Background: an optimization exercise with open tools, aiming at small area. Do not read the settings as production practice. Function was checked by simulation only, so behaviour that the tests miss may differ from the original. Power and IR drop assume default switching activity.

### config.mk
export PLATFORM = sky130hd
export DESIGN_NAME = top
export DESIGN_NICKNAME = top
export VERILOG_FILES = /design/flow/design.v
export SDC_FILE = /design/flow/constraint.sdc
export NUM_CORES = 4
export LEC_CHECK = 0
export CAP_MARGIN = 20
export CORE_MARGIN = 2
export CORE_UTILIZATION = 40
export SLEW_MARGIN = 20
### constraint.sdc
create_clock -name core_clock -period 10.0 [get_ports {clk_12m}]
set_input_delay 2.0000 -clock core_clock [delete_from_list [all_inputs] [get_ports {clk_12m}]]
set_output_delay 2.0000 -clock core_clock [all_outputs]
set_load 0.01 [all_outputs]
### run.sh
#!/bin/bash
# synth_recipe.tcl (not shown) runs the flow's synth.tcl, then flattens the netlist and writes it again
# the make line also repeats each setting of config.mk as NAME=value (left out here)
make -C /OpenROAD-flow-scripts/flow DESIGN_CONFIG=/design/flow/config.mk WORK_HOME=/design/flow/orfs CLKGATE_MAP_FILE= SYNTH_SCRIPT=/design/flow/synth_recipe.tcl finish
### design.v
module LED_shining (
input clk,       
input rst_n,     
output led1,     
output led2      
);
parameter CNT_1S = 'd12_000 - 1;
parameter CNT_05S = CNT_1S>>1; 
reg [23:0] cnt; 
always @(posedge clk or negedge rst_n) begin
  if (!rst_n) cnt <= 1'b0;
  else if (cnt >= CNT_1S) 
	  cnt <= 1'b0;
  else cnt <= cnt + 1'b1;
end
wire clkdiv = (cnt>CNT_05S)? 1'b1 : 1'b0;
assign led1 = clkdiv; 
assign led2 = ~clkdiv;
endmodule
module baud # (
		parameter				BPS_PARA = 1250  
	)(
		input					clk,			 
		input					rst_n,		 
		input					bps_en,		 
		output	reg		bps_clk		 
	);	
reg				[12:0]	cnt;
always @ (posedge clk or negedge rst_n) begin
	if(!rst_n) 
		cnt <= 1'b0;
	else if((cnt >= BPS_PARA-1)||(!bps_en))  
		cnt <= 1'b0;	                     
	else 
		cnt <= cnt + 1'b1;
end
always @ (posedge clk or negedge rst_n) begin
	if(!rst_n) 
		bps_clk <= 1'b0;
	else if(cnt == (BPS_PARA>>1))  
		bps_clk <= 1'b1;	
	else 
		bps_clk <= 1'b0;
end
endmodule
module uart_rx(
		input					clk,			 
		input					rst_n,			 
		output	reg		bps_en,			 
		input					bps_clk,		 
		input					uart_rx,		 
		output	reg		rx_data_valid,	 
		output	reg		[7:0]	rx_data_out		 
	);	
reg	uart_rx0,uart_rx1,uart_rx2;	
always @ (posedge clk) begin
	uart_rx0 <= uart_rx;
	uart_rx1 <= uart_rx0;
	uart_rx2 <= uart_rx1;
end
wire	neg_uart_rx = uart_rx2 & ~uart_rx1;	
reg				[3:0]	num;			
always @ (posedge clk or negedge rst_n) begin
	if(!rst_n)
		bps_en <= 1'b0;
	else if(neg_uart_rx && (!bps_en))	 
		bps_en <= 1'b1;		
	else if(num==4'd9)		             
		bps_en <= 1'b0;			
end
reg				[7:0]	rx_data;
always @ (posedge clk or negedge rst_n) begin
	if(!rst_n) begin
		num <= 4'd0;
		rx_data <= 8'd0;
	end else if(bps_en) begin	
		if(bps_clk) begin			
			num <= num + 1'b1;
			if(num<=4'd8) rx_data[num-1] <= uart_rx1;  
		end else if(num == 4'd9) begin		           
			num <= 4'd0;				
		end
	end else begin
		num <= 4'd0;
	end
end
always @ (posedge clk or negedge rst_n) begin
	if(!rst_n) begin
		rx_data_out <= 8'd0;
		rx_data_valid <= 1'b0;
	end else if(num == 4'd9) begin	
		rx_data_out <= rx_data;
		rx_data_valid <= 1'b1;
	end else begin
		rx_data_out <= rx_data_out;
		rx_data_valid <= 1'b0;
	end
end
endmodule
module uart_tx(
		input					clk,				 
		input					rst_n,			 
		output	reg		bps_en,			 
		input					bps_clk,			 
		input					tx_data_valid,	 
		input			[7:0]	tx_data_in,		 
		output	reg		uart_tx			 
	);
reg				[3:0]	num;
reg				[9:0]	tx_data_r;	 
always @ (posedge clk or negedge rst_n) begin
	if(!rst_n) begin
		bps_en <= 1'b0;
		tx_data_r <= 10'd0;
	end else if(tx_data_valid && (!bps_en))begin	
		bps_en <= 1'b1;		 
		tx_data_r <= {1'b1,tx_data_in,1'b0};	
	end else if(num==4'd10) begin	
		bps_en <= 1'b0;		 
	end
end
always @ (posedge clk or negedge rst_n) begin
	if(!rst_n) begin
		num <= 1'b0;
		uart_tx <= 1'b1;
	end else if(bps_en) begin
		if(bps_clk) begin
			num <= num + 1'b1;
			uart_tx <= tx_data_r[num];
		end else if(num>=4'd10) 
			num <= 4'd0;	
	end
end
endmodule
module uart_bus #(
		parameter				BPS_PARA = 20  	 
	)(
		input					clk,			 
		input					rst_n,			 
		input					uart_rx,		 
		output				rx_data_valid,	 
		output	[7:0]		rx_data_out,		 
		input					tx_data_valid,	 
		input			[7:0]	tx_data_in,		 
		output				uart_tx			 
);	
wire					bps_en_rx,bps_clk_rx;
baud #(
		.BPS_PARA(BPS_PARA)
	)baud_rx(	
		.clk(clk),				 
		.rst_n(rst_n),			 
		.bps_en(bps_en_rx),	 
		.bps_clk(bps_clk_rx)	 
	);
uart_rx uart_rx_uut(
		.clk(clk),							 
		.rst_n(rst_n),						 
		.bps_en(bps_en_rx),				 
		.bps_clk(bps_clk_rx),			 
		.uart_rx(uart_rx),				 
		.rx_data_valid(rx_data_valid), 
		.rx_data_out(rx_data_out)		 
	);
wire					bps_en_tx,bps_clk_tx;
baud # (
		.BPS_PARA				(BPS_PARA		)
	) baud_tx(
		.clk(clk),				 
		.rst_n(rst_n),			 
		.bps_en(bps_en_tx),	 
		.bps_clk(bps_clk_tx)	 
	);
uart_tx uart_tx_uut(
		.clk(clk),							 
		.rst_n(rst_n),						 
		.bps_en(bps_en_tx),				 
		.bps_clk(bps_clk_tx),			 
		.tx_data_valid(tx_data_valid), 
		.tx_data_in(tx_data_in),		 
		.uart_tx(uart_tx)					 
	);
endmodule
module pwm #(
		parameter	WIDTH = 32	 
	)
	(
		input					clk,
		input					rst_n,
		input	[WIDTH-1:0]	cycle,	 
		input	[WIDTH-1:0]	duty,		 
		output	reg		pwm_out
);
reg	[WIDTH-1:0]	cnt;
always @(posedge clk or negedge rst_n)
	if(!rst_n) 
		cnt <= 1'b1;
	else if(cnt >= cycle) 
		cnt <= 1'b1;
	else 
		cnt <= cnt + 1'b1;
always @(posedge clk or negedge rst_n)
	if(!rst_n) 
		pwm_out <= 1'b1;
	else if(cnt < duty) 
		pwm_out <= 1'b1;
	else 
		pwm_out <= 1'b0;
endmodule
module music_to_tone
(
input			[4:0]	choose,
output	reg		[15:0]	cycle
);
always@(*) begin
	case(choose)
        5'd0: cycle = 16'd0; 
		5'd1: cycle = 16'd45872;	 
		5'd2: cycle = 16'd40858;	 
		5'd3: cycle = 16'd36408;	 
		5'd4: cycle = 16'd34364;	 
		5'd5: cycle = 16'd30612;	 
		5'd6: cycle = 16'd27273;	 
		5'd7: cycle = 16'd24296;	 
		5'd8: cycle = 16'd22931;	 
		5'd9: cycle = 16'd20432;	 
		5'd10: cycle = 16'd18201;	 
		5'd11: cycle = 16'd17180;	 
		5'd12: cycle = 16'd15306;	 
		5'd13: cycle = 16'd13636;	 
		5'd14: cycle = 16'd12148;	 
		5'd15: cycle = 16'd11478;	 
		5'd16: cycle = 16'd10215;	 
        5'd17: cycle = 16'd9105;	 
		5'd18: cycle = 16'd8596;	 
        5'd19: cycle = 16'd7654;	 
		5'd20: cycle = 16'd6819;	 
        5'd21: cycle = 16'd6073;	 
		default:  cycle = 16'd0;		 
	endcase
end
endmodule
module electric_piano(
		input				clk,			 
		input				rst_n,		 
		output reg  [7:0]	addr,
		input    [4:0]	 data,
		input 	songs_choose,
		output			beeper
	);  
wire [15:0]	cycle;
reg	 [4:0]	note_c;
reg no_flag;
reg [23:0]cnt_1s;
music_to_tone u2(
		.choose(note_c),
		.cycle(cycle)
);
pwm #(
		.WIDTH(16)			 
	) u3(
		.clk(clk),
		.rst_n(rst_n),
		.cycle(cycle),		 
		.duty(cycle>>1),	 
		.pwm_out(beeper)
);
reg [1:0]songs_temp; 
always @(posedge clk or negedge rst_n)
	if(!rst_n) 
		songs_temp <=0;
	else if(songs_temp[0] !=songs_choose)
		songs_temp <= {songs_temp[0],songs_choose};
	else
		songs_temp <=songs_temp ;
always @(posedge clk or negedge rst_n)
	if(!rst_n) 
		note_c <= 5'd0;
	else if(no_flag)
		note_c <= data;
	else if(no_flag == 1'd0)
		note_c <= 5'd0;
	else 
		note_c <= note_c;
always @(posedge clk or negedge rst_n)
	if(!rst_n) 
		addr <= 8'b0;
	else if(songs_temp[0] != songs_choose)
		addr <= songs_choose ? 8'd48 : 8'b0;
	else if(addr == 8'd47 && !songs_choose&& cnt_1s == 32'd95999) 
		addr <= 8'b0; 
	else if(addr == 8'd83 && songs_choose&& cnt_1s == 32'd95999) 
		addr <= 8'd48; 
	else if(cnt_1s == 32'd95999) 
		addr <= addr+1'b1;
	else 
		addr  <= addr;
always @(posedge clk or negedge rst_n)
	if(!rst_n) 
		cnt_1s <= 24'd0;
	else if(cnt_1s == 32'd119999)
        cnt_1s <= 24'd0;
	else if(cnt_1s < 32'd119999)
		cnt_1s <= cnt_1s +1'd1;
	else
		cnt_1s <= cnt_1s;
always @(posedge clk or negedge rst_n)
	if(!rst_n) 
		no_flag<= 1'b0;
	else if(cnt_1s == 32'd0)
		no_flag <=1'b1;
	else if(cnt_1s == 32'd95999)
		no_flag <=1'b0;
	else
	no_flag<= no_flag;
endmodule
module music_store_ram #(parameter DATA_WDTH = 4'd5,    
                      parameter COL = 100,            
                      parameter COL_BITS = 8)
                     (input clk,
                      input rst_n,                     
                      input [COL_BITS-1:0] addra,    
                      input [DATA_WDTH-1:0] dina,    
                      input W_EN, 
                      input [COL_BITS-1:0] addrb,    
                      output reg [DATA_WDTH-1:0] doutb);
reg [DATA_WDTH-1:0] mem[0:COL-1];  
always @(posedge clk) begin
    if(W_EN)
        mem[addra] <= dina;
end
always @(posedge clk or negedge rst_n) begin
    if(!rst_n)
        doutb <= {DATA_WDTH{1'b0}};
    else if(!W_EN)
        doutb <= mem[addrb];
end
endmodule
module array_keyboard #
(
	parameter			CNT_200HZ = 600
)
(
	input					clk,
	input					rst_n,
	input			[3:0]	col,
	output reg	[3:0]	row,
	output reg	[15:0]key_out,
	output		[15:0]key_pulse
);
	localparam			STATE0 = 2'b00;
	localparam			STATE1 = 2'b01;
	localparam			STATE2 = 2'b10;
	localparam			STATE3 = 2'b11;
	reg	[15:0]	cnt;
	reg				clk_200hz;
	always@(posedge clk or negedge rst_n) begin   
		if(!rst_n) begin
			cnt <= 16'd0;
			clk_200hz <= 1'b0;
		end else begin
			if(cnt >= ((CNT_200HZ>>1) - 1)) begin   
				cnt <= 16'd0;
				clk_200hz <= ~clk_200hz;   
			end else begin
				cnt <= cnt + 1'b1;
				clk_200hz <= clk_200hz;
			end
		end
	end
	reg		[1:0]		c_state;
	wire			tick_200hz = (cnt >= ((CNT_200HZ>>1) - 1));
	wire			rise_200hz = tick_200hz & ~clk_200hz;
	wire			fall_200hz = tick_200hz & clk_200hz;
	always@(posedge clk or negedge rst_n) begin
		if(!rst_n) begin
			c_state <= STATE0;
			row <= 4'b1110;
		end else if(rise_200hz) begin
			case(c_state)
				STATE0: begin c_state <= STATE1; row <= 4'b1101; end
				STATE1: begin c_state <= STATE2; row <= 4'b1011; end
				STATE2: begin c_state <= STATE3; row <= 4'b0111; end
				STATE3: begin c_state <= STATE0; row <= 4'b1110; end
				default:begin c_state <= STATE0; row <= 4'b1110; end
			endcase
		end
	end
	reg	[15:0]	key,key_r;
	always@(posedge clk or negedge rst_n) begin
		if(!rst_n) begin
			key_out <= 16'hffff; key_r <= 16'hffff; key <= 16'hffff; 
		end else if(fall_200hz) begin
			case(c_state)
				STATE0: begin key_out[ 3: 0] <= key_r[ 3: 0]|key[ 3: 0]; key_r[ 3: 0] <= key[ 3: 0]; key[ 3: 0] <= col; end
				STATE1: begin key_out[ 7: 4] <= key_r[ 7: 4]|key[ 7: 4]; key_r[ 7: 4] <= key[ 7: 4]; key[ 7: 4] <= col; end
				STATE2: begin key_out[11: 8] <= key_r[11: 8]|key[11: 8]; key_r[11: 8] <= key[11: 8]; key[11: 8] <= col; end
				STATE3: begin key_out[15:12] <= key_r[15:12]|key[15:12]; key_r[15:12] <= key[15:12]; key[15:12] <= col; end
				default:begin key_out <= 16'hffff; key_r <= 16'hffff; key <= 16'hffff; end
			endcase
		end
	end
	reg		[15:0]		key_out_r;
	always @ ( posedge clk  or  negedge rst_n )
		if (!rst_n) key_out_r <= 16'hffff;
		else  key_out_r <= key_out;    
	assign key_pulse= key_out_r & ( ~key_out);    
endmodule
module In_Out_Handle (input				clk,
                      input				rst_n,
                      input		[3:0]	col,
                      output	 [3:0]	row,
                      input         uart_rx,
                      output        uart_tx,
                      output	reg				rx_data_valid_temp,
                      output	reg		[7:0]	rx_data_out_temp,
                      input					    tx_data_valid_temp,
                      input			    [7:0]	tx_data_in_temp,
                      output led_song,
                      output			beeper);
    parameter SIZE_MUSIC_MAX = 8'd83;
    wire rx_data_valid;
    wire [7:0]	rx_data_out;
    reg tx_data_valid;
    reg [7:0]	tx_data_in;
    reg tx_data_valid_here;
    reg [7:0]	tx_data_in_here;
    reg rx_data_valid_here;
    reg [7:0] rx_data_out_here;
    reg songs_choose;
    assign led_song = songs_choose;
    reg [7:0] rx_addr_in_index;
    reg [4:0] rx_data_temp;
    wire [7:0] addr_out_index;
    wire [4:0] out_data; 
    reg W_EN;
    reg finished_music_RX;
    reg back_music_RX;
    reg switch_pulse;
    wire			[15:0]	key_out;
    wire			[15:0]	key_pulse;
    array_keyboard u1(
    .clk(clk),
    .rst_n(rst_n),
    .col(col),
    .row(row),
    .key_out(key_out),
    .key_pulse(key_pulse)
    );
reg [1:0]switch_counters;
always @ (posedge clk or negedge rst_n)
    if (!rst_n)  
        switch_counters <= 0;
    else if(switch_pulse==1'b1)
        switch_counters <= switch_counters +1'd1;
    else if(switch_counters == 2'd2)
        switch_counters <= 0;
    else
    switch_counters <= switch_counters;
always @ (posedge clk or negedge rst_n)
    if (!rst_n)  begin
        songs_choose <= 1'b0;
        switch_pulse <= 1'b0;
    end
    else if(!key_out[0] && key_pulse)
        songs_choose <= 1'b1 ;
    else if(!key_out[1]  && key_pulse)
        songs_choose <= 1'b0 ;   
    else if(!key_out[2] && key_pulse)
        switch_pulse <= 1'b1;
    else if(switch_counters==1'b1)
        switch_pulse <= 1'b0;
    else begin
        songs_choose <= songs_choose ;
         switch_pulse <= switch_pulse ;
    end
    uart_bus u2(
    .clk(clk),							 
    .rst_n(rst_n),						
    .uart_rx(uart_rx),				 
    .rx_data_valid(rx_data_valid),
    .rx_data_out(rx_data_out),		
    .tx_data_valid(tx_data_valid),	
    .tx_data_in(tx_data_in),		
    .uart_tx(uart_tx)			 
    );
    electric_piano u_electric_piano(
    .clk(clk),			 
    .rst_n(rst_n),		 
    .addr(addr_out_index),
    .data(out_data),
    .songs_choose(songs_choose),
    .beeper(beeper)
    );
    music_store_ram u_music_store_ram(
    .clk(clk),
    .rst_n(rst_n),                     
    .addra(rx_addr_in_index),    
    .dina(rx_data_out_here[4:0]),    
    .W_EN(W_EN),
    .addrb(addr_out_index),    
    .doutb(out_data)
    );
always @ (posedge clk or negedge rst_n)
    if (!rst_n)  begin
      rx_data_out_temp <= 0;
      rx_data_valid_temp <= 0;
      rx_data_out_here <= 0;
      rx_data_valid_here <=0;
    end
    else if(W_EN) begin
         rx_data_out_here <= rx_data_out;
         rx_data_valid_here <= rx_data_valid;
         rx_data_valid_temp <= 0;
    end
    else if(!W_EN) begin
        rx_data_out_temp <= rx_data_out;
        rx_data_valid_temp <= rx_data_valid;
        rx_data_valid_here <= 0;
    end
    else begin
        rx_data_out_temp <=  rx_data_out_temp;
        rx_data_valid_temp<=  rx_data_out_here;
        rx_data_out_here <= rx_data_out_here;
        rx_data_valid_here <= rx_data_valid_here;
    end
always @ (posedge clk or negedge rst_n)
    if (!rst_n)  begin
         tx_data_valid <= 1'b0;
         tx_data_in <= 8'd0;
    end
    else if(switch_pulse) begin 
         tx_data_valid<= 1'b1;
         tx_data_in <= 8'd66;
    end
    else if(!W_EN) begin
         tx_data_valid<= tx_data_valid_temp;
         tx_data_in <= tx_data_in_temp ;
    end
    else if(W_EN) begin
         tx_data_valid<= tx_data_valid_here;
         tx_data_in <= tx_data_in_here ;
    end
    else begin
      tx_data_in <= tx_data_in;
      tx_data_valid <= tx_data_valid;
    end
always @ (posedge clk or negedge rst_n)
    if (!rst_n)   begin 
        W_EN <= 1'b1;
        tx_data_valid_here <= 1'b0;
        tx_data_in_here <= 8'd0;
    end
    else if(back_music_RX) begin 
        W_EN <= 1'b0;
        tx_data_valid_here <= 1'b0;
      end
    else if(finished_music_RX) begin 
        tx_data_valid_here <= 1'b1;
        tx_data_in_here <= 8'd66;
    end
    else begin 
        W_EN <= W_EN ;
        tx_data_valid_here <= tx_data_valid_here ;
        tx_data_in_here <=tx_data_in_here ;
    end
always @ (posedge clk or negedge rst_n)
    if (!rst_n)  
        back_music_RX <= 1'b0;
    else if(finished_music_RX) 
        back_music_RX <= 1'b1;
    else
    back_music_RX <= back_music_RX ;
always @ (posedge clk or negedge rst_n)
    if (!rst_n)  begin
        rx_addr_in_index <= 8'd0;
        finished_music_RX          <= 1'b0;
    end
    else if (rx_addr_in_index == SIZE_MUSIC_MAX)
    begin
        finished_music_RX          <= 1'b1;
    end
    else if (rx_addr_in_index < SIZE_MUSIC_MAX && rx_data_valid_here)
    begin
    rx_addr_in_index <= rx_addr_in_index + 8'd1;
    end
    else
        begin
        rx_addr_in_index  <=  rx_addr_in_index;
        finished_music_RX          <=  finished_music_RX;	
    end
endmodule
module row_ram #(parameter DATA_WDTH = 4'd8,    
                      parameter COL = 480,            
                      parameter COL_BITS = 9)
                     (input clk,                     
                      input [COL_BITS-1:0] addra,    
                      input [DATA_WDTH-1:0] dina,    
                      input W_EN, 
                      input Choice,
                      input [COL_BITS-1:0] addrb,    
                      output reg [DATA_WDTH-1:0] doutb);
reg [DATA_WDTH-1:0] mem[0:COL-1];  
always @(posedge clk) begin
    if(W_EN)
        mem[addra] <= dina;
    else
        doutb <= mem[addrb];
end
endmodule
module uart_to_ram (input wire clk_12m,
                    input wire clk,
                    input wire rst_n,
                    input	wire				rx_data_valid,
                    input	wire		[7:0]	rx_data_out,
                    input wire [8:0] addr_out_index,
                    input	wire show_row_done,
                    output	reg				tx_data_valid,
                    output	reg		[7:0]	tx_data_out,
                    output wire [7:0] out_data,
                    output reg [8:0] col_pos,
                    output reg W_EN,
                    output reg row_finished_flag);
    parameter  PIC_SIZE      = 18'd153599;
    parameter SIZE_WIDTH_MAX = 9'd479;
    wire [7:0] rx_data_temp  = rx_data_out;
    reg [8:0] addr_in_index;
    wire W_EN_temp = W_EN;
    reg [8:0]  length_index;
    reg show_row_done_flag;
    reg show_row_done_flag2;
    always @ (posedge clk_12m or negedge rst_n) begin
        if (!rst_n)
            length_index <= 9'd0;
        else if (length_index == 9'd480)
            length_index <= 9'd0;
        else if (rx_data_valid == 1'b1)
            length_index <= length_index + 9'd1;
        else
            length_index <= length_index ;
    end
    always @ (posedge clk_12m or negedge rst_n)
        if (!rst_n)  begin
            addr_in_index <= 9'd0;
            W_EN          <= 1'b0;
        end
    else if (show_row_done_flag)
    addr_in_index <= 9'd0;
    else if (addr_in_index == SIZE_WIDTH_MAX)
    begin
    W_EN <= 1'b0;
    end
    else if (addr_in_index < SIZE_WIDTH_MAX && rx_data_valid)
    begin
    addr_in_index <= addr_in_index + 9'd1;
    W_EN          <= 1'b1;
    end
    else
    begin
    addr_in_index <= addr_in_index;
    W_EN          <= W_EN;
    end
    always @ (posedge clk or negedge rst_n)
        if (!rst_n)  begin
            row_finished_flag <= 1'b0;
        end
        else if (length_index == 9'd480)
        begin
            row_finished_flag <= 1'b1;
        end
        else
        begin
            row_finished_flag <= 1'b0;
        end
    always @ (posedge clk or negedge rst_n)
        if (!rst_n)  begin
            col_pos            <= 9'd0;
            show_row_done_flag <= 1'd0;
        end
    else if (col_pos == 9'd320)
    col_pos <= 0;
    else if (show_row_done)
    begin
    col_pos <= col_pos + 9'd1;
    show_row_done_flag <= 1'd1;
    end
    else if (show_row_done_flag2)
    show_row_done_flag <= 1'd0;
    else
    begin
    col_pos            <= col_pos;
    show_row_done_flag <= show_row_done_flag;
    end
    always @ (posedge clk_12m or negedge rst_n)
        if (!rst_n)  begin
            tx_data_out         <= 8'd0;
            tx_data_valid       <= 1'b0;
            show_row_done_flag2 <= 1'b0;
        end
        else if (show_row_done_flag == 1'b1)
        begin
            tx_data_valid       <= 1'b1;
            tx_data_out         <= 8'd65;
            show_row_done_flag2 <= 1'b1;
        end
        else
        begin
            tx_data_valid       <= 1'b0;
            show_row_done_flag2 <= 1'b0;
        end
    row_ram u_row_ram
    (.clk(clk),                     
    .addra(addr_in_index),    
    .dina(rx_data_temp),    
    .W_EN(W_EN | rx_data_valid),  
    .Choice(),
    .addrb(addr_out_index),    
    .doutb(out_data)
    );
endmodule
module  lcd_write
(
    input   wire            sys_clk_50MHz       ,
    input   wire            sys_rst_n           ,
    input   wire    [8:0]   data                ,
    input   wire            en_write            ,
    output  reg             wr_done             ,
    output  wire            cs                  ,
    output  wire            dc                  ,
    output  reg             sclk                ,
    output  reg             mosi                
);
parameter CPOL = 1'b0;   
parameter CPHA = 1'b0;   
parameter DELAY_TIME = 3'd4;  
parameter CNT_SCLK_MAX = 4'd4;  
parameter STATE0 = 4'b0_001;
parameter STATE1 = 4'b0_010;
parameter STATE2 = 4'b0_100;
parameter DONE   = 4'b1_000;
reg     [3:0]   state;
reg     [4:0]   cnt_delay;
reg     [3:0]   cnt1;
reg     [3:0]   cnt_sclk;
reg             sclk_flag;
reg             state2_finish_flag;
always@(posedge sys_clk_50MHz or negedge sys_rst_n)
    if(!sys_rst_n)
        state <= STATE0;
    else
        case(state)
            STATE0 : state <= (en_write) ? STATE1 : STATE0; 
            STATE1 : state <= (cnt_delay == DELAY_TIME) ? STATE2 : STATE1; 
            STATE2 : state <= (state2_finish_flag) ? DONE : STATE2;
            DONE   : state <= STATE0;
        endcase
always@(posedge sys_clk_50MHz or negedge sys_rst_n)
    if(!sys_rst_n)
        cnt_delay <= 'd0;
    else if(state ==  DONE)
        cnt_delay <= 'd0;
    else if(state == STATE1 && cnt_delay < DELAY_TIME)
        cnt_delay <= cnt_delay + 1'b1;
    else
        cnt_delay <= 'd0;
always@(posedge sys_clk_50MHz or negedge sys_rst_n)
    if(!sys_rst_n)
        cnt1 <= 'd0;
    else if(state == STATE1)
        cnt1 <= 'd0;
    else if(state == STATE2 && cnt_sclk == CNT_SCLK_MAX)
        cnt1 <= cnt1 + 1'b1;
always@(posedge sys_clk_50MHz or negedge sys_rst_n)
    if(!sys_rst_n)
        cnt_sclk <= 'd0;
    else if(cnt_sclk == CNT_SCLK_MAX)
        cnt_sclk <= 'd0;
    else if(state == STATE2 && cnt_sclk < CNT_SCLK_MAX)
        cnt_sclk <= cnt_sclk + 1'b1;
always@(posedge sys_clk_50MHz or negedge sys_rst_n)
    if(!sys_rst_n)
        sclk_flag <= 1'b0;
    else if(CPHA == 1'b1 && state == STATE1 && (cnt_delay == DELAY_TIME - 1'b1))
        sclk_flag <= 1'b1;
    else if(cnt_sclk == CNT_SCLK_MAX - 1'b1)
        sclk_flag <= 1'b1;
    else
        sclk_flag <= 1'b0;
always@(posedge sys_clk_50MHz or negedge sys_rst_n)
    if(!sys_rst_n)
        state2_finish_flag <= 1'b0;
    else if(cnt1 == 'd15 && (cnt_sclk == CNT_SCLK_MAX - 1'b1))
        state2_finish_flag <= 1'b1;
    else
        state2_finish_flag <= 1'b0;
always@(posedge sys_clk_50MHz or negedge sys_rst_n)
    if(!sys_rst_n)
        sclk <= 1'b0;
    else if(CPOL == 1'b1 && state == STATE0)
        sclk <= 1'b1;
    else if(CPOL == 1'b0 && state == STATE0)
        sclk <= 1'b0;
    else if(sclk_flag)   
        sclk <= ~sclk;
    else
        sclk <= sclk;
always@(posedge sys_clk_50MHz or negedge sys_rst_n)
    if(!sys_rst_n)
        mosi <= 1'b0;
    else if(state == STATE0)
        mosi <= 1'b0;
    else if(state == STATE1 && cnt_delay == CNT_SCLK_MAX)
        mosi <= data[7];
    else if(state == STATE2 && sclk_flag)
        case(cnt1)
            1 : mosi <= data[6];
            3 : mosi <= data[5];
            5 : mosi <= data[4];
            7 : mosi <= data[3];
            9 : mosi <= data[2];
            11: mosi <= data[1];
            13: mosi <= data[0];
            15: mosi <= 1'b0;
            default: mosi <= mosi;
        endcase
    else 
        mosi <= mosi;
always@(posedge sys_clk_50MHz or negedge sys_rst_n)
    if(!sys_rst_n)
        wr_done <= 1'b0;
    else if(state == DONE)
        wr_done <= 1'b1;
    else
        wr_done <= 1'b0;
assign cs = (state == STATE2) ? 1'b0 : 1'b1;
assign dc = data[8]; 
endmodule
module  control
(
    input   wire             sys_clk_50MHz       ,   
    input   wire             sys_rst_n           ,
    input   wire     [8:0]   init_data           ,
    input   wire             en_write_init       ,
    input   wire             init_done           ,
    input   wire     [8:0]   show_pic_data      ,
    input   wire             en_write_show_pic  ,
	input   wire				  show_pic_done,
    output reg [8:0]col_pos,
	 output  reg             show_pic_flag      ,
    output  reg      [8:0]   data                ,
    output  reg              en_write      
);
reg     [1:0]   cnt1;
always@(posedge sys_clk_50MHz or negedge sys_rst_n)
    if(!sys_rst_n)
        col_pos <= 9'd0;
    else if(show_pic_done && col_pos< 9'd319)
        col_pos <=col_pos+9'd1;
    else 
        col_pos <=col_pos;
always@(posedge sys_clk_50MHz or negedge sys_rst_n)
    if(!sys_rst_n)
        data <= 'd0;
    else if(init_done == 1'b0)
        data <= init_data;
    else if(init_done == 1'b1)
        data <= show_pic_data;
    else
        data <= data;
always@(posedge sys_clk_50MHz or negedge sys_rst_n)
    if(!sys_rst_n)
        en_write <= 'd0;
    else if(init_done == 1'b0)
        en_write <= en_write_init ;
    else if(init_done == 1'b1)
        en_write <= en_write_show_pic;
    else
        en_write <= en_write;
always@(posedge sys_clk_50MHz or negedge sys_rst_n)
    if(!sys_rst_n)
        cnt1 <= 'd0;
    else if(show_pic_flag)
        cnt1 <= 'd0;
    else if(init_done && cnt1 < 'd3)
        cnt1 <= cnt1 + 1'b1;
    else
        cnt1 <= cnt1;
always@(posedge sys_clk_50MHz or negedge sys_rst_n)
    if(!sys_rst_n)
        show_pic_flag <= 1'b0;
    else if(cnt1 == 'd2 || show_pic_done)
        show_pic_flag <= 1'b1;
    else
        show_pic_flag <= 1'b0;        
endmodule
module lcd_init
 #( 
     parameter   TIME100MS    = 23'd5_000,   
                 TIME150MS    = 23'd7_500,   
                 TIME120MS    = 23'd6_000,   
                 TIMES4MAX    = 18'd493 ,   
                 DATA_IDLE    = 9'b0_0000_0000
 )
(
    input   wire            sys_clk_50MHz ,
    input   wire            sys_rst_n     ,
    input   wire            wr_done       ,
    output  reg             lcd_rst       ,
    output  reg     [8:0]   init_data     ,
    output  wire            en_write      ,
    output  wire            init_done
);
parameter   WHITE   = 16'hFFFF,
            BLACK   = 16'h0000,	  
            BLUE    = 16'h001F,  
            BRED    = 16'hF81F,
            GRED 	= 16'hFFE0,
            GBLUE	= 16'h07FF,
            RED     = 16'hF800,
            MAGENTA = 16'hF81F,
            GREEN   = 16'h07E0,
            CYAN    = 16'h7FFF,
            YELLOW  = 16'hFFE0,
            BROWN 	= 16'hBC40,  
            BRRED 	= 16'hFC07,  
            GRAY  	= 16'h8430;  
reg [5:0]   state;
parameter   S0_DELAY100MS         = 6'b000_001, 
            S1_DELAY50MS          = 6'b000_010,
            S2_WR_90              = 6'b000_100,
            S3_DELAY120MS         = 6'b001_000,
            S4_WR_DIRECTION_CLEAR = 6'b010_000,
            DONE                  = 6'b100_000;
reg [22:0]  cnt_150ms;
reg         lcd_rst_high_flag;
reg [6:0]   cnt_s2_num;
reg         cnt_s2_num_done; 
reg [17:0]  cnt_s4_num;
reg         cnt_s4_num_done;   
always@(posedge sys_clk_50MHz or negedge sys_rst_n)
    if(!sys_rst_n)
        state <= S0_DELAY100MS;
    else
        case(state)
            S0_DELAY100MS:
                state <= (cnt_150ms == TIME100MS) ? S1_DELAY50MS : S0_DELAY100MS;
            S1_DELAY50MS:
                state <= (cnt_150ms == TIME150MS) ? S2_WR_90 : S1_DELAY50MS;
            S2_WR_90:
                state <= (cnt_s2_num_done) ? S3_DELAY120MS : S2_WR_90;
            S3_DELAY120MS:
                state <= (cnt_150ms == TIME120MS) ? S4_WR_DIRECTION_CLEAR : S3_DELAY120MS; 
            S4_WR_DIRECTION_CLEAR:
                state <= (cnt_s4_num_done) ? DONE : S4_WR_DIRECTION_CLEAR;
            DONE:
                state <= DONE;
            default:
                state <= S0_DELAY100MS;
        endcase
always@(posedge sys_clk_50MHz or negedge sys_rst_n)
    if(!sys_rst_n)
        cnt_150ms <= 23'd0;
    else if(state == S0_DELAY100MS || state == S1_DELAY50MS || state == S3_DELAY120MS )
        cnt_150ms <= cnt_150ms + 1'b1;
    else
        cnt_150ms <= 23'd0;
always@(posedge sys_clk_50MHz or negedge sys_rst_n)
    if(!sys_rst_n)
        lcd_rst_high_flag <= 1'b0;
    else if(state == S0_DELAY100MS && (cnt_150ms == TIME100MS - 1'b1))
        lcd_rst_high_flag <= 1'b1;
    else
        lcd_rst_high_flag <= 1'b0;
always@(posedge sys_clk_50MHz or negedge sys_rst_n)
    if(!sys_rst_n)
        lcd_rst <= 1'b0;
    else if(lcd_rst_high_flag)
        lcd_rst <= 1'b1;
    else
        lcd_rst <= lcd_rst;
always@(posedge sys_clk_50MHz or negedge sys_rst_n)
    if(!sys_rst_n)
        cnt_s2_num <= 7'd0;
    else if(state != S2_WR_90)
        cnt_s2_num <= 7'd0;
    else if(wr_done && state == S2_WR_90)
        cnt_s2_num <= cnt_s2_num + 1'b1;
    else
        cnt_s2_num <= cnt_s2_num;
always@(posedge sys_clk_50MHz or negedge sys_rst_n)
    if(!sys_rst_n)
        cnt_s2_num_done <= 1'b0;
    else if(cnt_s2_num == 7'd57 && wr_done == 1'b1)
        cnt_s2_num_done <= 1'b1;
    else
        cnt_s2_num_done <= 1'b0;
always@(posedge sys_clk_50MHz or negedge sys_rst_n)
    if(!sys_rst_n)
        init_data <= DATA_IDLE;
    else if(state == S2_WR_90)
        case(cnt_s2_num)     
				7'd0:  init_data <= 9'h011 ;
            7'd1:  init_data <= 9'h036 ;
				7'd2:  init_data <= 9'h100 ;
            7'd3 :  init_data <= 9'h03a ; 
            7'd4 :  init_data <= 9'h105 ;                        
            7'd5 :  init_data <= 9'h0b2 ;                        
            7'd6 :  init_data <= 9'h10c ;                        
            7'd7 :  init_data <= 9'h10c ;  
            7'd8 :  init_data <= 9'h100 ;                        
            7'd9 :  init_data <= 9'h133 ;                        
            7'd10 :  init_data <= 9'h133 ;                        
            7'd11 :  init_data <= 9'h0b7 ;                        
            7'd12 :  init_data <= 9'h135 ;  
            7'd13:  init_data <= 9'h0bb ;                        
            7'd14:  init_data <= 9'h132 ;                        
            7'd15:  init_data <= 9'h0c2 ;                        
            7'd16:  init_data <= 9'h101 ;  
            7'd17:  init_data <= 9'h0c3 ;                        
            7'd18:  init_data <= 9'h115 ;                        
            7'd19:  init_data <= 9'h0c4 ;                        
            7'd20:  init_data <= 9'h120 ;                        
            7'd21:  init_data <= 9'h0c6 ;                        
            7'd22:  init_data <= 9'h10f ;	
            7'd23:  init_data <= 9'h0d0 ;                        
            7'd24:  init_data <= 9'h1a4 ;  
            7'd25:  init_data <= 9'h1a1 ;                        
            7'd26:  init_data <= 9'h0e0 ;                        
            7'd27:  init_data <= 9'h1d0 ;  
            7'd28:  init_data <= 9'h108 ;                        
            7'd29:  init_data <= 9'h10e ;  
            7'd30:  init_data <= 9'h109 ;                        
            7'd31:  init_data <= 9'h109 ;  
            7'd32:  init_data <= 9'h105 ;                        
            7'd33:  init_data <= 9'h131 ;                        
            7'd34:  init_data <= 9'h133 ;  
            7'd35:  init_data <= 9'h148 ;                        
            7'd36:  init_data <= 9'h117 ;  
            7'd37:  init_data <= 9'h114 ;                        
            7'd38:  init_data <= 9'h115 ;				
            7'd39:  init_data <= 9'h131 ;                        
            7'd40:  init_data <= 9'h134 ;  
            7'd41:  init_data <= 9'h0e1 ;                        
            7'd42:  init_data <= 9'h1d0 ;                        
            7'd43:  init_data <= 9'h108 ;  
            7'd44:  init_data <= 9'h10e ;                        
            7'd45:  init_data <= 9'h109 ;                        
            7'd46:  init_data <= 9'h109 ;  
            7'd47:  init_data <= 9'h115 ;                        
            7'd48:  init_data <= 9'h131 ;  
            7'd49:  init_data <= 9'h133 ;                        
            7'd50:  init_data <= 9'h148 ;  
            7'd51:  init_data <= 9'h117 ;                        
            7'd52:  init_data <= 9'h114 ;                        
            7'd53:  init_data <= 9'h115 ;                        
            7'd54:  init_data <= 9'h131 ;                        
            7'd55:  init_data <= 9'h134 ;                        
            7'd56:  init_data <= 9'h021 ;                        
            7'd57:  init_data <= 9'h029 ;
            default: init_data <= DATA_IDLE;
        endcase
    else if(state == S4_WR_DIRECTION_CLEAR)
        case(cnt_s4_num)
            'd0 :  init_data <= 9'h029;
            'd1 :  init_data <= 9'h036;
            'd2 :  init_data <= 9'h100;
            'd3 :  init_data <= 9'h02a;
            'd4 :  init_data <= 9'h100;
            'd5 :  init_data <= 9'h100;
            'd6 :  init_data <= 9'h100;
            'd7 :  init_data <= 9'h1ef;
            'd8 :  init_data <= 9'h02b;
            'd9 :  init_data <= 9'h100;
            'd10:  init_data <= 9'h100;
            'd11:  init_data <= 9'h101;
            'd12:  init_data <= 9'h13f;
            'd13:  init_data <= 9'h02c;
            default : 
                if(cnt_s4_num >= 'd14 && cnt_s4_num[0] == 0)
                    init_data <= {1'b1,WHITE[15:8]};
                else if(cnt_s4_num >= 'd14 && cnt_s4_num[0] == 1)
                    init_data <= {1'b1,WHITE[7:0]};
                else
                    init_data <= DATA_IDLE;
        endcase
    else
        init_data <= DATA_IDLE;
always@(posedge sys_clk_50MHz or negedge sys_rst_n)
    if(!sys_rst_n)
        cnt_s4_num <= 18'd0;
    else if(state != S4_WR_DIRECTION_CLEAR)
        cnt_s4_num <= 18'd0;
    else if(wr_done && state == S4_WR_DIRECTION_CLEAR)
        cnt_s4_num <= cnt_s4_num + 1'b1;
    else                   
        cnt_s4_num <= cnt_s4_num;
always@(posedge sys_clk_50MHz or negedge sys_rst_n)
    if(!sys_rst_n)
        cnt_s4_num_done <= 1'b0;
    else if(cnt_s4_num == TIMES4MAX && wr_done == 1'b1)
        cnt_s4_num_done <= 1'b1;
    else
        cnt_s4_num_done <= 1'b0;  
assign en_write = (state == S2_WR_90 || state == S4_WR_DIRECTION_CLEAR) ? 1'b1 : 1'b0;      
assign init_done = (state == DONE) ? 1'b1 : 1'b0;        
endmodule
module lcd_show_row (input wire sys_clk,
                     input wire sys_rst_n,
                     input wire wr_done,
                     input wire show_pic_flag,        
                     input wire [8:0] col_pos,
                     input wire [7:0] rom_q,
                     output wire [8:0] rom_addr,
                     output wire [8:0] show_pic_data, 
                     output wire show_pic_done,
                     output wire en_write_show_pic);
    parameter SIZE_WIDTH_MAX  = 9'd479;
    parameter SIZE_LENGTH_MAX = 9'd319;
    parameter STATE0 = 4'b0_001;
    parameter STATE1 = 4'b0_010;
    parameter STATE2 = 4'b0_100;
    parameter DONE   = 4'b1_000;
    reg  [3:0] state;
    reg          the1_wr_done;
    reg  [3:0] cnt_set_windows;
    reg          state1_finish_flag;
    reg  [2:0] cnt_rom_prepare;
    reg  [15:0] temp;
    reg          length_num_flag;
    reg  [8:0] cnt_length_num;
    reg  [9:0] cnt_wr_color_data;
    reg  [8:0] data;
    wire         state2_finish_flag;
    reg [8:0] col_pos_temp;
    always @(*)
        col_pos_temp <= col_pos+1'b1;
    always @(posedge sys_clk or negedge sys_rst_n)
        if (!sys_rst_n) state <= STATE0;
        else
        case (state)
            STATE0: state <= (show_pic_flag) ? STATE1 : STATE0;
            STATE1: state <= (state1_finish_flag) ? STATE2 : STATE1;
            STATE2: state <= (state2_finish_flag) ? DONE : STATE2;
            DONE:   state <= STATE0;
        endcase
        always @(posedge sys_clk or negedge sys_rst_n)
            if (!sys_rst_n) the1_wr_done   <= 1'b0;
            else if (wr_done) the1_wr_done <= 1'b1;
            else the1_wr_done              <= 1'b0;
    always @(posedge sys_clk or negedge sys_rst_n)
        if (!sys_rst_n) cnt_set_windows <= 'd0;
        else if (state == STATE1 && the1_wr_done) cnt_set_windows <= cnt_set_windows + 1'b1;
        else cnt_set_windows <= cnt_set_windows;
    always @(posedge sys_clk or negedge sys_rst_n)
        if (!sys_rst_n) state1_finish_flag <= 1'b0;
        else if (cnt_set_windows == 'd10 && the1_wr_done) state1_finish_flag <= 1'b1;
        else state1_finish_flag <= 1'b0;
    reg en_state2_flag;
    always@(posedge sys_clk or negedge sys_rst_n)
        if (!sys_rst_n)  en_state2_flag <= 1'b0;
        else if (state == STATE2) en_state2_flag<= 1'b1;
        else if (state == DONE) en_state2_flag<= 1'b0;
        else en_state2_flag <= en_state2_flag;
    reg [8:0] rom_data_index;
    assign rom_addr = rom_data_index;
    always @(posedge sys_clk or negedge sys_rst_n)
        if (!sys_rst_n) rom_data_index <= 0;
        else if (state == STATE0)  rom_data_index <= 0;
        else if (state == STATE2 && the1_wr_done && rom_data_index < SIZE_WIDTH_MAX)  rom_data_index <= rom_data_index+1'b1;
        else  rom_data_index <= rom_data_index;
    always @(posedge sys_clk or negedge sys_rst_n)
        if (!sys_rst_n)  temp <= 16'd0;
        else temp             <= {temp[7:0],rom_q};
    always@(posedge sys_clk or negedge sys_rst_n)
        if (!sys_rst_n)
            length_num_flag <= 1'b0;
            else if (
            state == STATE2 &&
            rom_data_index == SIZE_WIDTH_MAX &&
            the1_wr_done
            )
            length_num_flag <= 1'b1;
        else
            length_num_flag <= 1'b0;
    always @(posedge sys_clk or negedge sys_rst_n)
        if (!sys_rst_n) data <= 9'h000;
        else if (state == STATE1)
        case (cnt_set_windows)
            0: data       <= 9'h02A;
            1: data       <= {1'b1, 8'h00};
            2: data       <= {1'b1, 8'h00};
            3: data       <= {1'b1, 8'h00};
            4: data       <= {1'b1, 8'hef};   
            5: data       <= 9'h02B;
            6: data       <= {1'b1, 7'h00,col_pos[8]};
            7: data       <= {1'b1, col_pos[7:0]};
            8: data       <= {1'b1, 7'h00,col_pos_temp[8]};
            9: data       <= {1'b1, col_pos_temp[7:0]};   
            10: data      <= 9'h02C;
            default: data <= 9'h000;
        endcase
        else if (state == STATE2)
        data <= {1'b1,temp[15:8]};
    else data <= data;
    assign state2_finish_flag = (
    (
    (rom_data_index == SIZE_WIDTH_MAX)
    ) &&
    length_num_flag
    ) ? 1'b1 : 1'b0;
    assign show_pic_data     = data;
    assign en_write_show_pic = (state == STATE1 || en_state2_flag) ? 1'b1 : 1'b0;
    assign show_pic_done     = (state == DONE) ? 1'b1 : 1'b0;
endmodule
module  picture_display
(
    input           	clk			,
    input               clk_50MHz,
    input           	rst_n		   ,
    input               rx_data_valid,
    input               [7:0]	rx_data_out,
    output              tx_data_valid,
    output               [7:0]	tx_data_in,
    output          	lcd_rst     ,
	output				lcd_blk		,
    output          	lcd_dc      ,
    output          	lcd_sclk    ,
    output          	lcd_mosi    ,
    output          	lcd_cs      
);
wire    [8:0]   data;   
wire            en_write;
wire            wr_done; 
wire    [8:0]   init_data;
wire            en_write_init;
wire            init_done;
wire            en_size            ;
wire            show_pic_flag     ;
wire    [6:0]   ascii_num          ;
wire    [8:0]   start_x            ;
wire    [8:0]   start_y            ;
wire    [8:0]   show_pic_data     ;
wire            en_write_show_pic  ;
wire            show_char_done     ;  
wire     [8:0]  rom_addr;
wire    [7:0]   rom_q; 
wire show_pic_done;
wire [8:0]col_pos;
assign			lcd_blk = 1'b1;
wire W_EN;
wire row_finished_flag;
lcd_write  lcd_write_inst
(
    .sys_clk_50MHz(clk_50MHz	  ),
    .sys_rst_n    (rst_n  		  ),
    .data         (data         ),
    .en_write     (en_write     ),
    .wr_done      (wr_done      ),
    .cs           (lcd_cs       ),
    .dc           (lcd_dc       ),
    .sclk         (lcd_sclk     ),
    .mosi         (lcd_mosi     )
);
control  control_inst
(
    .sys_clk_50MHz          (clk_50MHz 	       ), 
    .sys_rst_n              (rst_n		          ),
    .init_data              (init_data           ),
    .en_write_init          (en_write_init       ),
    .init_done              (init_done           ),
    .show_pic_data         (show_pic_data      ),
    .en_write_show_pic     (en_write_show_pic  ),
    .show_pic_done   (show_pic_done),
	.show_pic_flag	      (show_pic_flag     ),
    .data                   (data                ),
    .en_write               (en_write            )
);
lcd_init  lcd_init_inst
(
    .sys_clk_50MHz(clk_50MHz		),
    .sys_rst_n    (rst_n	     ),
    .wr_done      (wr_done      ),
    .lcd_rst      (lcd_rst      ),
    .init_data    (init_data    ),
    .en_write     (en_write_init),
    .init_done    (init_done    )
);
reg show_temp;
always@(posedge clk or negedge rst_n)
    if(!rst_n)
        show_temp <= 1'b0;
    else if(show_pic_flag)
        show_temp <= 1'b1;
    else if(row_finished_flag)
        show_temp <= 1'b0;
    else
    show_temp <=show_temp;
lcd_show_row u_lcd_show_row
(
    .sys_clk			(clk_50MHz    ),
    .sys_rst_n        	(rst_n        ),
    .wr_done          	(wr_done      ),
    .show_pic_flag    	(show_temp && row_finished_flag), 
	.col_pos  (col_pos),
	.rom_addr	 		(rom_addr), 
	.rom_q				(rom_q),
	.show_pic_data    	(show_pic_data     ),   
    .en_write_show_pic  (en_write_show_pic ),
    .show_pic_done   (show_pic_done)  
);
uart_to_ram  u_uart_to_ram
(
    .clk_12m(clk),
    .clk(clk_50MHz),
    .rst_n(rst_n),
    .rx_data_valid(rx_data_valid),
    .rx_data_out(rx_data_out),
    .addr_out_index(rom_addr),
    .show_row_done(show_pic_done),
    .tx_data_valid(tx_data_valid),
    .tx_data_out(tx_data_in),
    .out_data(rom_q),
    .col_pos(col_pos),
    .W_EN(W_EN),
    .row_finished_flag(row_finished_flag)
                   );
endmodule
module top (
input clk_12m,       
input rst_n,     
output led1,     
output led2,      
output          	lcd_rst     ,
output				lcd_blk		,
output          	lcd_dc      ,
output          	lcd_sclk    ,
output          	lcd_mosi    ,
output          	lcd_cs   ,
input				uart_rx,		 
output				uart_tx,
input		[3:0]	col,
output	    [3:0]	row,
output led_song,
output			    beeper
);
wire  clk_48m = clk_12m;
LED_shining  u_LED_shining (
    .clk                     ( clk_12m     ),
    .rst_n                   ( rst_n   ),
    .led1                    ( led1  ),
    .led2                    (     )
);
LED_shining  u2_LED_shining (
    .clk                     (  clk_48m     ),
    .rst_n                   ( rst_n   ),
    .led1                    (  led2  ),
    .led2                    (     )
);
wire rx_data_valid;
wire [7:0]	rx_data_out;
wire tx_data_valid;
wire [7:0]	tx_data_in;
picture_display u_picture_display(
    .clk		( clk_12m)	,
    .clk_50MHz ( clk_48m)	,
    .rst_n		 (rst_n)  ,
    .rx_data_valid(rx_data_valid),
    .rx_data_out(rx_data_out),
    .tx_data_valid(tx_data_valid),
    .tx_data_in(tx_data_in),
    .lcd_rst     (lcd_rst),
	.lcd_blk	(lcd_blk)	,
    .lcd_dc      (lcd_dc),
    .lcd_sclk    (lcd_sclk),
    .lcd_mosi    (lcd_mosi),
    .lcd_cs  (lcd_cs)
);
In_Out_Handle  u_In_Out_Handle(
    .clk(clk_12m),
    .rst_n(rst_n),
    .col(col),
    .row(row),
    .uart_rx(uart_rx),
    .uart_tx(uart_tx),
    .rx_data_valid_temp(rx_data_valid),
    .rx_data_out_temp(rx_data_out),
    .tx_data_valid_temp(tx_data_valid),
    .tx_data_in_temp(tx_data_in),
    .led_song(led_song),
    .beeper(beeper)
);
endmodule
==> impl_metrics.py <==
metrics = {
    "outcome": {
        "outcome": "complete, no violations",
    },
    "global_routing": {
        "grtUsageTotal_pct": 19.2,
        "grt_pass1_vias": 96300,
        "grt_pass1_wl_um": 686000,
        "antenna_found_initial": 16,
        "use_met1_pct": 26.9,
        "globalRouteMet2Util_pct": 31.2,
        "grt_max_degree": 217,
        "gr-total-overflow": 0,
        "grt.busiest_layer": "met2",
        "grtUsageMet3_pct": 3.09,
    },
    "clock_tree": {
        "cts.sinks": 4824,
        "htreeDepth": 5,
        "post-cts-setup-buffer-count": 0,
        "ctsHoldBuffers": 0,
        "path_clk_slew_ps": 60,
        "cts_buffer_depth": 4,
        "root_buffer": "clkbuf_16",
        "numCtsBuffers": 480,
        "cts_tree": "built",
        "clock_latency_ps": 1050,
        "cts_resized": 0,
    },
    "synth": {
        "avgSynthCellArea_sq_um": 19.7,
        "synth_edf_count": 4348,
        "synthTopCellsByArea": "edfxtp_1, mux4_2, dfrtp_1",
        "synth.top_cell.area_share_pct": 68.2,
        "ys_types": 83,
        "synth_top_flop_cell": "edfxtp_1",
        "yosys_warnings": 17,
        "netlist_area_sq_um": 191000,
        "seq_area_frac_synth_pct": 74.5,
        "synth_commonest_cells": "edfxtp_1, mux4_2, nor2_1",
        "yosys.area.top_type": "edfxtp_1",
        "ys_ff_latch": 4824,
        "async_flop_share_pct": 9.81,
        "synth_cells": 9727,
        "synthMostInstantiatedCell": "edfxtp_1",
    },
    "setup_path": {
        "end_kind": "flip-flop",
        "crit_path_start_kind": "flip-flop",
        "cp_data_arrival_time_ps": 6090,
        "slowest_stage": "dfrtp_4",
        "path_class": "reg2reg",
        "required_ps": 10760,
        "crit_chain": "buf_4 -> buf_4 -> mux4_2 -> a22oi_1 -> a21oi_1 -> o21ai_0 -> o211ai_1 -> nor3_1 -> a21oi_1",
        "cp_max_fo": 31,
        "slowest_delay_ps": 980,
        "reg2reg_slack_ps": 4660,
    },
    "layout": {
        "area_growth_pct": 11.8,
        "fill_cells": 39900,
        "nNetsFinal": 9992,
        "drive_gt1_share_pct": 22.4,
    },
    "hold_path": {
        "min_path_type": "reg2reg",
    },
    "drt": {
        "drtIter0Drc": 11700,
        "vias_per_cell": 5.73,
        "post_drt_wl_per_cell_um": 28.3,
        "routed_wl_um": 473000,
        "drtPass1Iterations": 5,
        "vias": 95600,
        "ant_nets": 0,
        "drc": 0,
    },
    "timing": {
        "hold_ws_ps": 357,
        "hold_violations": 0,
        "fin_setup_tns_ps": 0,
        "setup_violations": 0,
        "drv_slew": 0,
        "fmax_mhz": 187,
        "period_share_pct": 53.4,
        "fin_skew_ps": 82.9,
        "finalWorstSetupSlack_ps": 4660,
        "slew_headroom_pct": 19.5,
        "rsz0062_at_grt": "no",
        "layout_min_cycle_time_ps": 5340,
        "worstMarginPinSlew_ps": 1210,
    },
    "place": {
        "routabilityCongestion": 0.822,
        "place_ws_ps": 4630,
        "dp_hpwl_um": 281000,
        "io_buffers": 20,
    },
    "floorplan": {
        "die_area_sq_um": 484000,
        "die_w_um": 696,
        "core_sq_um": 478000,
        "die_h_um": 696,
        "num_rows": 254,
        "initial_utilization_pct": 40.1,
        "ioPinCount": 22,
    },
    "pwr": {
        "cellPowerDensity_nw_per_um2": 190,
        "irDropWorstVdd_v": 0.000163,
        "leakage_nw": 54.7,
    },
    "run": {
        "drv_cap": 0,
    },
}
==> routing by layer <==
metal | share of wire (%) | wire length, um | vias to the layer above
li1 | - | - | 39700
met5 | 0.0063 | 30 | -
met4 | 3.1 | 14500 | 4
met2 | 48 | 228000 | 4006
met1 | 41 | 194000 | 51100
met3 | 7.7 | 36400 | 761
==> flip-flops by register name, summed over array words and instances (netlist names), 18 cells and up <==
signal	count
u_picture_display.lcd_init_inst.cnt_s4_num	18
u_LED_shining.cnt	24
u_In_Out_Handle.u_electric_piano.cnt_1s	24
u_In_Out_Handle.u_music_store_ram.mem	500
u_picture_display.lcd_init_inst.cnt_150ms	23
u_picture_display.u_uart_to_ram.u_row_ram.mem	3840
u2_LED_shining.cnt	24
==> cell type report <==
class                           instances  area [sq um]  area share, %
Timing Repair Buffer                  185          1810          0.846
Tap cell                             6400          8010           3.74
Antenna cell                            5          12.5        0.00585
Clock buffer                          627         12800           5.99
Sequential cell                      4824        143000           66.6
Multi-Input combinational cell       4283         45900           21.5
Clock inverter                        266          2390           1.12
Inverter                              101           380          0.178
==> power by group <==
group          switching (mW)  internal, mW  leakage [nW]
combinational           0.504         0.447          11.3
sequential              0.198          22.0          36.0
clock                    7.71          9.77          7.45
==> layout by cell type, fill, tap and decap left out, types with 69 or more instances in the layout <==
cell type,netlist,routed
edfxtp_1,4348,4348
mux4_2,1224,1224
nor2_1,876,860
clkbuf_16,0,483
dfrtp_1,399,377
nand2_1,366,351
mux2i_1,166,166
a21oi_1,166,165
o21ai_0,163,163
buf_4,39,132
clkbuf_1,312,124
a22oi_1,122,122
nand3_1,118,118
ha_1,110,110
clkinv_2,0,99
inv_1,98,97
clkinv_1,3,96
xor2_1,77,77
mux2_2,75,75
dfstp_2,74,74
xnor2_1,69,69
==> cell families (layout without fill, tap and decap cells) <==
| group | after synthesis | in the layout | share of synthesized area [%] |
|---|---|---|---|
| AO/OA/AOI/OAI | 774 | 774 | 2.65 |
| multiplexers | 1465 | 1465 | 15.7 |
| adder cells (fa/ha/maj) | 111 | 111 | 0.724 |
| XOR/XNOR | 146 | 146 | 0.668 |
| other | 2 | 51 | 0.00392 |
| flip-flops | 4824 | 4824 | 74.5 |
| AND/OR/NAND/NOR | 1741 | 1741 | 4.04 |
| buffers and inverters | 664 | 1179 | 1.72 |
==> critical path: cells and delay by family, from the launching register on <==
kind	cells	cell delay (ps)
AOI/OAI and AO/OA	5	1600
buffers and inverters	2	950
DFF	1	980
muxes	1	560
and+or+nand+nor	1	920
==> through the flow <==
| stage | total power, mW | std cells | utilization (%) | instance area, sq um |
|---|---|---|---|---|
| floorplan | 23.3 | 9771 | - | 192000 |
| global placement | 23.5 | 15800 | 41.6 | 199000 |
| detailed placement | 23.6 | 15800 | 41.6 | 199000 |
| CTS | 40.9 | 16700 | 44.8 | 214000 |
| global route | 41.7 | 16700 | 44.8 | 214000 |
| finish | 40.6 | 16700 | 44.8 | 214000 |
==> worst paths after layout <==
path                                                                          from                                                           end  cells after the start
worst min register to register  u_picture_display.u_lcd_show_row.temp[7]$_DFF_PN0_           u_picture_display.u_lcd_show_row.temp[15]$_DFF_PN0_                      0
min in group asynchronous                                                    rst_n                                u_LED_shining.cnt[2]$_DFF_PN0_                      1
worst max register to register                                           flip-flop  u_picture_display.u_uart_to_ram.u_row_ram.doutb[3]$_DFFE_PN_                      9
worst min-delay path            u_picture_display.u_lcd_show_row.temp[7]$_DFF_PN0_           u_picture_display.u_lcd_show_row.temp[15]$_DFF_PN0_                      0
worst max-delay path                                                     flip-flop  u_picture_display.u_uart_to_ram.u_row_ram.doutb[3]$_DFFE_PN_                      9
max in group asynchronous                                                    rst_n               u_In_Out_Handle.rx_data_out_temp[5]$_DFFE_PN0N_                      3

==> static timing again, ports no longer ideal <==
No port has a modelled driver above. Below, the same layout with a new extraction and two added sets of constraints. Step 1 (the two cells are an assumption about what drives the block):
set clk [get_ports {clk_12m}]
set_driving_cell -lib_cell sky130_fd_sc_hd__clkbuf_16 $clk
set_driving_cell -lib_cell sky130_fd_sc_hd__buf_2 [delete_from_list [all_inputs] $clk]
Step 2 also shifts input and output timing later by t, the mid clock arrival at the registers, as if the neighbouring blocks saw the same clock. a / b / c = no drivers / after step 1 / after step 2; a / b = the first two.
t, ns: 1.114
setup slack, ns: 4.665 / 4.665 / 4.665
worst setup path after step 2: register to register
clock arrival spread, ns: 0.087 / 0.088
cell pins on the clock port's net: 1
After both steps this run still meets setup and hold. For this run, drivers alone change the setup slack by 0.000 ns; drivers and shift together by 0.000 ns.
